Context: an optimization exercise on an open-source flow, tuned for small area. The choices shown serve that exercise and are no tape-out recipe. Function was checked by simulation only, so behaviour that the tests miss may differ from the original. The clock port is modelled as an ideal driver; clocking choices that lean on that would not hold on a real chip. Power and IR drop assume default switching activity.

==> pepper <==
==> flow/design.v <==
module exam1(rst,key_in,clk,rw,rs,en,data,intr_n,cs_n,rd_n,wr_n,data_reg,adata,key);
 input clk,rst;
 input [7:0] adata;
 input intr_n;
 output cs_n,rd_n,wr_n;
 output rs,en,rw;
 output [7:0] data;
 output reg [7:0] data_reg;
 input [1:0] key_in;
 output key;
 assign key = 1'b0;
 assign rw  = 1'b0;
 reg [2:0] cj;
 reg lcd_clk;
 wire c5 = cj[2] & ~cj[1];
 wire lcd_tick = c5 & ~lcd_clk;
 assign en = lcd_clk;
 always @(posedge clk or negedge rst)
   if (!rst) begin
     cj <= 3'b000;
     lcd_clk <= 1'b0;
   end else begin
     cj <= {cj[1:0], ~cj[2]};
     lcd_clk <= lcd_clk ^ c5;
   end
 reg [3:0] ast;
 wire a_start = (ast == 4'd11);
 wire a_wait  = (ast == 4'd12);
 wire a_read  = (ast == 4'd13) | (ast == 4'd14) | (ast == 4'd15);
 assign wr_n = ~a_start;
 assign rd_n = ~a_read;
 assign cs_n = ~(a_start | a_read);
 always @(posedge clk or negedge rst)
   if (!rst) begin
     ast <= 4'd0;
     data_reg <= 8'd0;
   end else if (lcd_tick) begin
     if (!(a_wait & intr_n)) ast <= ast + 4'd1;
     if (ast == 4'd15) data_reg <= adata;
   end
 reg flag;
 reg [2:0] cnt;
 reg [3:0] s0, m0, h0;
 reg [2:0] s1, m1;
 reg [1:0] h1;
 wire flag_now = key_in[1] & ~key_in[0] | flag & ~(~key_in[1] & key_in[0]);
 wire e0 = (cnt == 3'd5);
 wire e1 = e0 & s0[0] & s0[3];
 wire e2 = e1 & s1[0] & s1[2];
 wire e3 = e2 & m0[0] & m0[3];
 wire e4 = e3 & m1[0] & m1[2];
 always @(posedge clk or negedge rst)
   if (!rst) begin
     flag <= 1'b1;
     cnt <= 3'd0;
     s0 <= 0; s1 <= 0; m0 <= 0; m1 <= 0; h0 <= 0; h1 <= 0;
   end else begin
     flag <= flag_now;
     if (cnt == 3'd4) cnt <= 3'd5;
     else if (cnt == 3'd5) cnt <= {2'b00, flag_now};
     else if (flag_now) cnt <= cnt + 3'd1;
     s0[0] <= s0[0] ^ e0;
     s0[1] <= s0[1] ^ (e0 & s0[0] & ~s0[3]);
     s0[2] <= s0[2] ^ (e0 & s0[0] & s0[1]);
     s0[3] <= s0[3] ^ (e0 & s0[0] & (s0[3] | s0[1] & s0[2]));
     s1[0] <= s1[0] ^ e1;
     s1[1] <= s1[1] ^ (e1 & s1[0] & ~s1[2]);
     s1[2] <= s1[2] ^ (e1 & s1[0] & (s1[1] | s1[2]));
     m0[0] <= m0[0] ^ e2;
     m0[1] <= m0[1] ^ (e2 & m0[0] & ~m0[3]);
     m0[2] <= m0[2] ^ (e2 & m0[0] & m0[1]);
     m0[3] <= m0[3] ^ (e2 & m0[0] & (m0[3] | m0[1] & m0[2]));
     m1[0] <= m1[0] ^ e3;
     m1[1] <= m1[1] ^ (e3 & m1[0] & ~m1[2]);
     m1[2] <= m1[2] ^ (e3 & m1[0] & (m1[1] | m1[2]));
     h0[0] <= h0[0] ^ e4;
     h0[1] <= h0[1] ^ (e4 & h0[0] & ~h0[3]);
     h0[2] <= h0[2] ^ (e4 & h0[0] & h0[1] & ~h1[1]);
     h0[3] <= h0[3] ^ (e4 & h0[0] & (h0[3] | h0[1] & h0[2]));
     h1[0] <= h1[0] ^ (e4 & h0[0] & h0[3]);
     h1[1] <= h1[1] ^ (e4 & h0[0] & (h0[3] & h1[0] | h0[1] & h1[1]));
   end
 function [3:0] d5;    
   input [3:0] t;
   d5 = (t >= 4'd5) ? {1'b1, t[2:0] - 3'd5} : {1'b0, t[2:0]};
 endfunction
 function [4:0] d10;   
   input [4:0] t;
   d10 = (t >= 5'd10) ? {1'b1, t[3:0] - 4'd10} : {1'b0, t[3:0]};
 endfunction
 wire [3:0] r5 = d5({1'b0, data_reg[7:5]});
 wire [3:0] r4 = d5({r5[2:0], data_reg[4]});
 wire [3:0] r3 = d5({r4[2:0], data_reg[3]});
 wire [3:0] r2 = d5({r3[2:0], data_reg[2]});
 wire [3:0] r1 = d5({r2[2:0], data_reg[1]});
 wire [3:0] r0 = d5({r1[2:0], data_reg[0]});
 wire [5:0] q = {r5[3], r4[3], r3[3], r2[3], r1[3], r0[3]};
 wire [4:0] u2 = d10({1'b0, q[5:2]});
 wire [4:0] u1 = d10({u2[3:0], q[1]});
 wire [4:0] u0 = d10({u1[3:0], q[0]});
 wire [3:0] ad_h = {1'b0, u2[4], u1[4], u0[4]};
 wire [3:0] ad_t = u0[3:0];
 wire [3:0] ad_o = {r0[2:0], 1'b0};
 reg [5:0] p;
 wire [6:0] pi = {1'b0, p} + 7'd1;
 always @(posedge clk or negedge rst)
   if (!rst) p <= 6'd24;
   else if (lcd_tick) p <= pi[5:0] | (pi[6] ? 6'd29 : 6'd0);
 reg [3:0] dig;
 assign rs = ~((~p[5] & ~p[2]) | (~p[5] & ~p[1]) | (~p[4] & p[3] & p[2] & p[1] & ~p[0]));
 assign data[4] = ~((~p[5] & ~p[0]) | (~p[5] & p[1]) | (~p[3] & ~p[2]) | (~p[4] & ~p[1] & p[0]) | (p[3] & p[2] & p[0]) | (p[3] & p[2] & p[1]) | (~p[4] & ~p[3] & ~p[0]) | (p[4] & ~p[3] & p[1] & p[0]) | (p[4] & p[3] & p[1] & ~p[0]));
 assign data[5] = (~p[3] & p[1] & p[0]) | (p[5] & p[4]) | (p[5] & p[3] & ~p[2]) | (p[5] & p[3] & ~p[1] & p[0]) | (p[3] & ~p[2] & ~p[1] & p[0]);
 assign data[6] = ~((p[3] & ~p[2]) | (p[3] & ~p[1] & p[0]) | (p[5] & p[4] & p[2]) | (~p[4] & ~p[3] & p[1] & p[0]) | (~p[5] & ~p[1]));
 assign data[7] = (~p[5] & p[2] & ~p[1] & p[0]) | (~p[4] & p[3] & p[2] & p[1] & ~p[0]);
 wire isdig = ~((~p[5]) | (~p[4] & ~p[1] & p[0]) | (~p[4] & p[2]) | (~p[3] & ~p[2]) | (~p[3] & ~p[1] & ~p[0]) | (p[3] & p[2] & p[0]) | (p[4] & p[3] & p[1] & ~p[0]) | (~p[3] & p[1] & p[0]));
 wire lo0 = (~p[4] & ~p[3] & p[2] & ~p[0]) | (~p[4] & p[3] & p[1] & p[0]) | (~p[5] & p[2] & p[1] & p[0]) | (p[4] & ~p[3] & p[0]) | (p[5] & ~p[2] & p[1] & ~p[0]) | (~p[5] & p[2] & ~p[1] & ~p[0]);
 wire lo1 = (~p[5] & ~p[2] & p[1]) | (~p[3] & p[1] & ~p[0]) | (p[5] & p[4] & ~p[2] & p[0]) | (~p[4] & p[2] & p[1] & p[0]) | (~p[4] & p[3] & ~p[2]) | (p[4] & ~p[3] & p[2] & ~p[0]) | (p[5] & p[3] & ~p[1] & ~p[0]);
 wire lo2 = (~p[4] & ~p[2] & ~p[0]) | (~p[3] & ~p[1] & p[0]) | (~p[5] & p[1] & p[0]) | (p[3] & ~p[2] & p[1]) | (p[5] & ~p[2] & ~p[1]) | (p[5] & p[3] & ~p[1] & ~p[0]) | (p[4] & ~p[3] & p[2] & p[1]);
 wire lo3 = (~p[4] & ~p[2] & ~p[0]) | (~p[3] & p[2] & p[1] & p[0]) | (~p[2] & ~p[1] & p[0]) | (~p[5] & p[1] & ~p[0]) | (p[4] & ~p[3] & ~p[1]) | (p[5] & p[3] & ~p[2]) | (p[4] & ~p[3] & p[0]);
 assign data[3:0] = isdig ? dig : {lo3, lo2, lo1, lo0};
 wire sel_ad_h = (~p[4] & ~p[3]);
 wire sel_ad_t = (~p[4] & ~p[1]);
 wire sel_ad_o = (~p[4] & ~p[0]);
 wire sel_h1 = (p[2] & ~p[0]);
 wire sel_h0 = (p[2] & ~p[1] & p[0]);
 wire sel_m1 = (p[4] & p[2] & p[1]);
 wire sel_m0 = (p[3] & ~p[1] & ~p[0]);
 wire sel_s1 = (p[4] & p[1] & ~p[0]);
 wire sel_s0 = (p[3] & p[1] & p[0]);
 wire [3:0] dsel = ({4{sel_ad_h}} & ad_h) | ({4{sel_ad_t}} & ad_t) | ({4{sel_ad_o}} & ad_o) | ({4{sel_h1}} & h1) | ({4{sel_h0}} & h0) | ({4{sel_m1}} & m1) | ({4{sel_m0}} & m0) | ({4{sel_s1}} & s1) | ({4{sel_s0}} & s0);
 always @(posedge clk)
   if (lcd_tick) dig <= dsel;
endmodule
==> flow/flow/run.sh <==
#!/bin/bash
# Own layout flow: the standard ORFS flow, with these changes:
#  - synthesis maps the logic with an area-oriented ABC script (flow/area.abc)
#    and skips the half/full-adder extraction; registers are mapped exactly
#    as in the standard synthesis (same passes, same dfflibmap).
#  - ports are buffered with sky130_fd_sc_hd__buf_1.
#  - the clock reaches all flip-flops through a single clock buffer
#    (flow/cts1.tcl) instead of the CTS H-tree.
set -euo pipefail
W=$PWD
sed 's|log_cmd abc {\*}$abc_args|log_cmd abc {*}[lreplace $abc_args 1 1 $::env(MY_ABC_SCRIPT)]|' \
  "$FLOW_HOME/scripts/synth.tcl" > "$W/my_synth_core.tcl"
grep -q MY_ABC_SCRIPT "$W/my_synth_core.tcl"
sed "s|\$::env(SCRIPTS_DIR)/synth.tcl|$W/my_synth_core.tcl|" synth_recipe.tcl > "$W/my_synth.tcl"
grep -q my_synth_core "$W/my_synth.tcl"
export MY_ABC_SCRIPT="$W/flow/area.abc"
export MY_CLK_BUF=${MY_CLK_BUF:-sky130_fd_sc_hd__clkbuf_16}
export MY_CLK_K=${MY_CLK_K:-2}
ARGS=(SYNTH_SCRIPT="$W/my_synth.tcl" ADDER_MAP_FILE= "BUFFER_PORTS_ARGS=-buffer_cell sky130_fd_sc_hd__buf_1")
bash standard.sh "${ARGS[@]}" synth > "$W/synth.log" 2>&1
bash standard.sh "${ARGS[@]}" place > "$W/place.log" 2>&1
R=$W/orfs/results/sky130hd/exam1/base
export RESULTS_DIR=$R
export LIB_FILES=$FLOW_HOME/platforms/sky130hd/lib/sky130_fd_sc_hd__tt_025C_1v80.lib
export PLATFORM_DIR=$FLOW_HOME/platforms/sky130hd
openroad -no_init -exit "$W/flow/cts1.tcl" > "$W/cts1.log" 2>&1
bash standard.sh "${ARGS[@]}" finish > "$W/finish.log" 2>&1
==> flow/flow/area.abc <==
strash
&get -n
&dch -f
&nf -R 1000
&put
==> flow/flow/cts1.tcl <==
set R $::env(RESULTS_DIR)
read_liberty $::env(LIB_FILES)
read_db $R/3_place.odb
read_sdc $R/3_place.sdc
source $::env(PLATFORM_DIR)/setRC.tcl
set K $::env(MY_CLK_K)
set block [ord::get_db_block]
set net [$block findNet clk]
set dbu [[ord::get_db_tech] getDbUnitsPerMicron]
set pins {}
set pts {}
foreach it [$net getITerms] {
  set inst [$it getInst]
  set loc [$inst getLocation]
  lappend pins "[$inst getName]/[[$it getMTerm] getName]"
  lappend pts [list [expr {double([lindex $loc 0]) / $dbu}] [expr {double([lindex $loc 1]) / $dbu}]]
}
set n [llength $pts]
# k-means, initial centres spread along x
set order [lsort -real -index 0 [lmap p $pts {set p}]]
set cs {}
for {set k 0} {$k < $K} {incr k} {
  lappend cs [lindex $order [expr {int(($k + 0.5) * $n / $K)}]]
}
for {set iter 0} {$iter < 50} {incr iter} {
  set asg {}
  foreach p $pts {
    set best 0; set bd 1e18
    for {set k 0} {$k < $K} {incr k} {
      set c [lindex $cs $k]
      set d [expr {pow([lindex $p 0] - [lindex $c 0], 2) + pow([lindex $p 1] - [lindex $c 1], 2)}]
      if {$d < $bd} { set bd $d; set best $k }
    }
    lappend asg $best
  }
  set ncs {}
  for {set k 0} {$k < $K} {incr k} {
    set sx 0; set sy 0; set m 0
    foreach p $pts a $asg {
      if {$a == $k} { set sx [expr {$sx + [lindex $p 0]}]; set sy [expr {$sy + [lindex $p 1]}]; incr m }
    }
    if {$m > 0} { lappend ncs [list [expr {$sx / $m}] [expr {$sy / $m}]] } else { lappend ncs [lindex $cs $k] }
  }
  set cs $ncs
}
for {set k 0} {$k < $K} {incr k} {
  set lp {}
  foreach pn $pins a $asg { if {$a == $k} { lappend lp [get_pins $pn] } }
  if {[llength $lp] == 0} continue
  puts "cluster $k: [llength $lp] sinks at [lindex $cs $k]"
  insert_buffer -buffer_cell $::env(MY_CLK_BUF) -load_pins $lp -location [lindex $cs $k] -buffer_name clkbuf_leaf_$k -net_name clknet_leaf_$k
}
set_propagated_clock [all_clocks]
detailed_placement
check_placement -verbose
estimate_parasitics -placement
report_clock_skew
report_checks -path_delay min
report_checks -path_delay max
report_check_types -max_slew -max_capacitance -violators
write_db $R/4_1_cts.odb
write_db $R/4_cts.odb
write_sdc $R/4_cts.sdc
==> flow/standard.sh <==
#!/bin/bash
# synth_recipe.tcl (not shown) runs the flow's synth.tcl, then flattens the netlist and writes it again
# the make line also repeats each setting of config.mk as NAME=value (left out here)
make -C /OpenROAD-flow-scripts/flow DESIGN_CONFIG=/design/flow/config.mk WORK_HOME=/design/flow/orfs CLKGATE_MAP_FILE= SYNTH_SCRIPT=/design/flow/synth_recipe.tcl "${@:-finish}"
==> flow/config.mk <==
export PLATFORM = sky130hd
export DESIGN_NAME = exam1
export DESIGN_NICKNAME = exam1
export VERILOG_FILES = /design/flow/design.v
export SDC_FILE = /design/flow/constraint.sdc
export NUM_CORES = 4
export LEC_CHECK = 0
export ABC_AREA = 1
export CAP_MARGIN = 20
export CORE_MARGIN = 2
export CORE_UTILIZATION = 40
export SLEW_MARGIN = 20
==> flow/constraint.sdc <==
create_clock -name core_clock -period 20.0 [get_ports {clk}]
set_input_delay 4.0000 -clock core_clock [delete_from_list [all_inputs] [get_ports {clk}]]
set_output_delay 4.0000 -clock core_clock [all_outputs]
set_load 0.01 [all_outputs]
==> fjord: changes against pepper <==
--- a/flow/design.v
+++ b/flow/design.v
@@ -82,6 +82,2 @@
    end
- function [3:0] d5;    
-   input [3:0] t;
-   d5 = (t >= 4'd5) ? {1'b1, t[2:0] - 3'd5} : {1'b0, t[2:0]};
- endfunction
  function [4:0] d10;   
@@ -90,9 +86,15 @@
  endfunction
- wire [3:0] r5 = d5({1'b0, data_reg[7:5]});
- wire [3:0] r4 = d5({r5[2:0], data_reg[4]});
- wire [3:0] r3 = d5({r4[2:0], data_reg[3]});
- wire [3:0] r2 = d5({r3[2:0], data_reg[2]});
- wire [3:0] r1 = d5({r2[2:0], data_reg[1]});
- wire [3:0] r0 = d5({r1[2:0], data_reg[0]});
- wire [5:0] q = {r5[3], r4[3], r3[3], r2[3], r1[3], r0[3]};
+ wire k5 = ~((~data_reg[7]) | (~data_reg[6] & ~data_reg[5]));
+ wire [2:0] v5 = {(data_reg[7] & ~data_reg[6] & ~data_reg[5]), ~((~data_reg[6]) | (data_reg[7] & ~data_reg[5])), (~data_reg[7] & data_reg[5]) | (data_reg[7] & ~data_reg[5])};
+ wire k4 = ~((~v5[2] & ~v5[1]) | (~v5[0] & ~data_reg[4]));
+ wire [2:0] v4 = {(v5[2] & data_reg[4]) | (v5[1] & ~v5[0] & ~data_reg[4]), ~((~v5[0]) | (v5[2] & data_reg[4]) | (v5[1] & ~data_reg[4])), ~((~v5[2] & ~v5[1] & ~data_reg[4]) | (v5[1] & data_reg[4]))};
+ wire k3 = ~((~v4[2] & ~v4[1]) | (~v4[0] & ~data_reg[3]));
+ wire [2:0] v3 = {(v4[2] & data_reg[3]) | (v4[1] & ~v4[0] & ~data_reg[3]), ~((~v4[0]) | (v4[2] & data_reg[3]) | (v4[1] & ~data_reg[3])), ~((~v4[2] & ~v4[1] & ~data_reg[3]) | (v4[1] & data_reg[3]))};
+ wire k2 = ~((~v3[2] & ~v3[1]) | (~v3[0] & ~data_reg[2]));
+ wire [2:0] v2 = {(v3[2] & data_reg[2]) | (v3[1] & ~v3[0] & ~data_reg[2]), ~((~v3[0]) | (v3[2] & data_reg[2]) | (v3[1] & ~data_reg[2])), ~((~v3[2] & ~v3[1] & ~data_reg[2]) | (v3[1] & data_reg[2]))};
+ wire k1 = ~((~v2[2] & ~v2[1]) | (~v2[0] & ~data_reg[1]));
+ wire [2:0] v1 = {(v2[2] & data_reg[1]) | (v2[1] & ~v2[0] & ~data_reg[1]), ~((~v2[0]) | (v2[2] & data_reg[1]) | (v2[1] & ~data_reg[1])), ~((~v2[2] & ~v2[1] & ~data_reg[1]) | (v2[1] & data_reg[1]))};
+ wire k0 = ~((~v1[2] & ~v1[1]) | (~v1[0] & ~data_reg[0]));
+ wire [2:0] v0 = {(v1[2] & data_reg[0]) | (v1[1] & ~v1[0] & ~data_reg[0]), ~((~v1[0]) | (v1[2] & data_reg[0]) | (v1[1] & ~data_reg[0])), (v1[2] & ~data_reg[0]) | (~v1[2] & ~v1[1] & data_reg[0]) | (v1[1] & v1[0] & ~data_reg[0])};
+ wire [5:0] q = {k5, k4, k3, k2, k1, k0};
  wire [4:0] u2 = d10({1'b0, q[5:2]});
@@ -102,3 +104,3 @@
  wire [3:0] ad_t = u0[3:0];
- wire [3:0] ad_o = {r0[2:0], 1'b0};
+ wire [3:0] ad_o = {v0, 1'b0};
  reg [5:0] p;
--- a/flow/flow/run.sh
+++ b/flow/flow/run.sh
@@ -16,4 +16,4 @@
 export MY_ABC_SCRIPT="$W/flow/area.abc"
-export MY_CLK_BUF=${MY_CLK_BUF:-sky130_fd_sc_hd__clkbuf_16}
-export MY_CLK_K=${MY_CLK_K:-2}
+export MY_CLK_BUF=${MY_CLK_BUF:-sky130_fd_sc_hd__clkbuf_8}
+export MY_CLK_K=${MY_CLK_K:-4}
 ARGS=(SYNTH_SCRIPT="$W/my_synth.tcl" ADDER_MAP_FILE= "BUFFER_PORTS_ARGS=-buffer_cell sky130_fd_sc_hd__buf_1")
==> flow/flow/area.abc (replaced) <==
strash
&get -n
&deepsyn -I 4 -J 50
&dch -f
&nf -R 1000
&put
- CAP_MARGIN: 20 -> 0
- SLEW_MARGIN: 20 -> 0
==> comparison table <==
| metric | fjord | pepper |
|---|---|---|
| Run status | no timing/DRC/antenna violations | no timing/DRC/antenna violations |
| Die area | 0.00765 mm^2 | 0.00791 mm^2 |
| Fraction of synthesized cell area taken by the top area cell type | 38.6% | 37.3% |
| Design Power | 204 uW | 184 uW |
| Leakage power of the design | 0.00127 uW | 0.00127 uW |
| Flop pwr share | 59.1% | 65.9% |
| Area fraction in compound gates after synthesis | 19.2% | 19.2% |
| Design internal power | 147 uW | 139 uW |
| Weighted congestion reported at the end of routability-driven placement | 0.861 | 0.902 |
| Xor/xnor cell area share of the yosys netlist | 5.34% | 5.76% |
| Routed WL | 6020 um | 6120 um |
| Stages on the worst setup path | 9 | 5 |
| Final Util | 45.5% | 46.1% |
| Fill cell instance count of the final layout | 689 | 712 |
| Clock latency reported for the late side of the worst-skew pair | 0.16 ns | 0.17 ns |

port drivers added, routing unchanged:
The flow's constraints put no driver on any port. The routed layouts listed below were extracted and timed again, unchanged, in two steps.
Step 1: set_driving_cell puts a clkbuf_16 on clk and a buf_2 on each other input, an assumption about the parent block.
Step 2 adds t to the input delays and takes it off the output delays; t is the mean of the earliest and latest rising clock arrival at the registers after step 1. Input paths then give back, and output paths get back, about the clock's delay inside the block.
a / b / c = ideal ports / drivers / drivers and shift; a / b = the first two.
run | shift t [ns] | setup slack, ns | clock arrival spread, ns
pepper | 0.209 | 13.593 / 13.541 / 13.750 | 0.034 / 0.033
fjord | 0.205 | 13.556 / 13.498 / 13.702 | 0.029 / 0.029
After both steps every run listed still meets setup and hold.
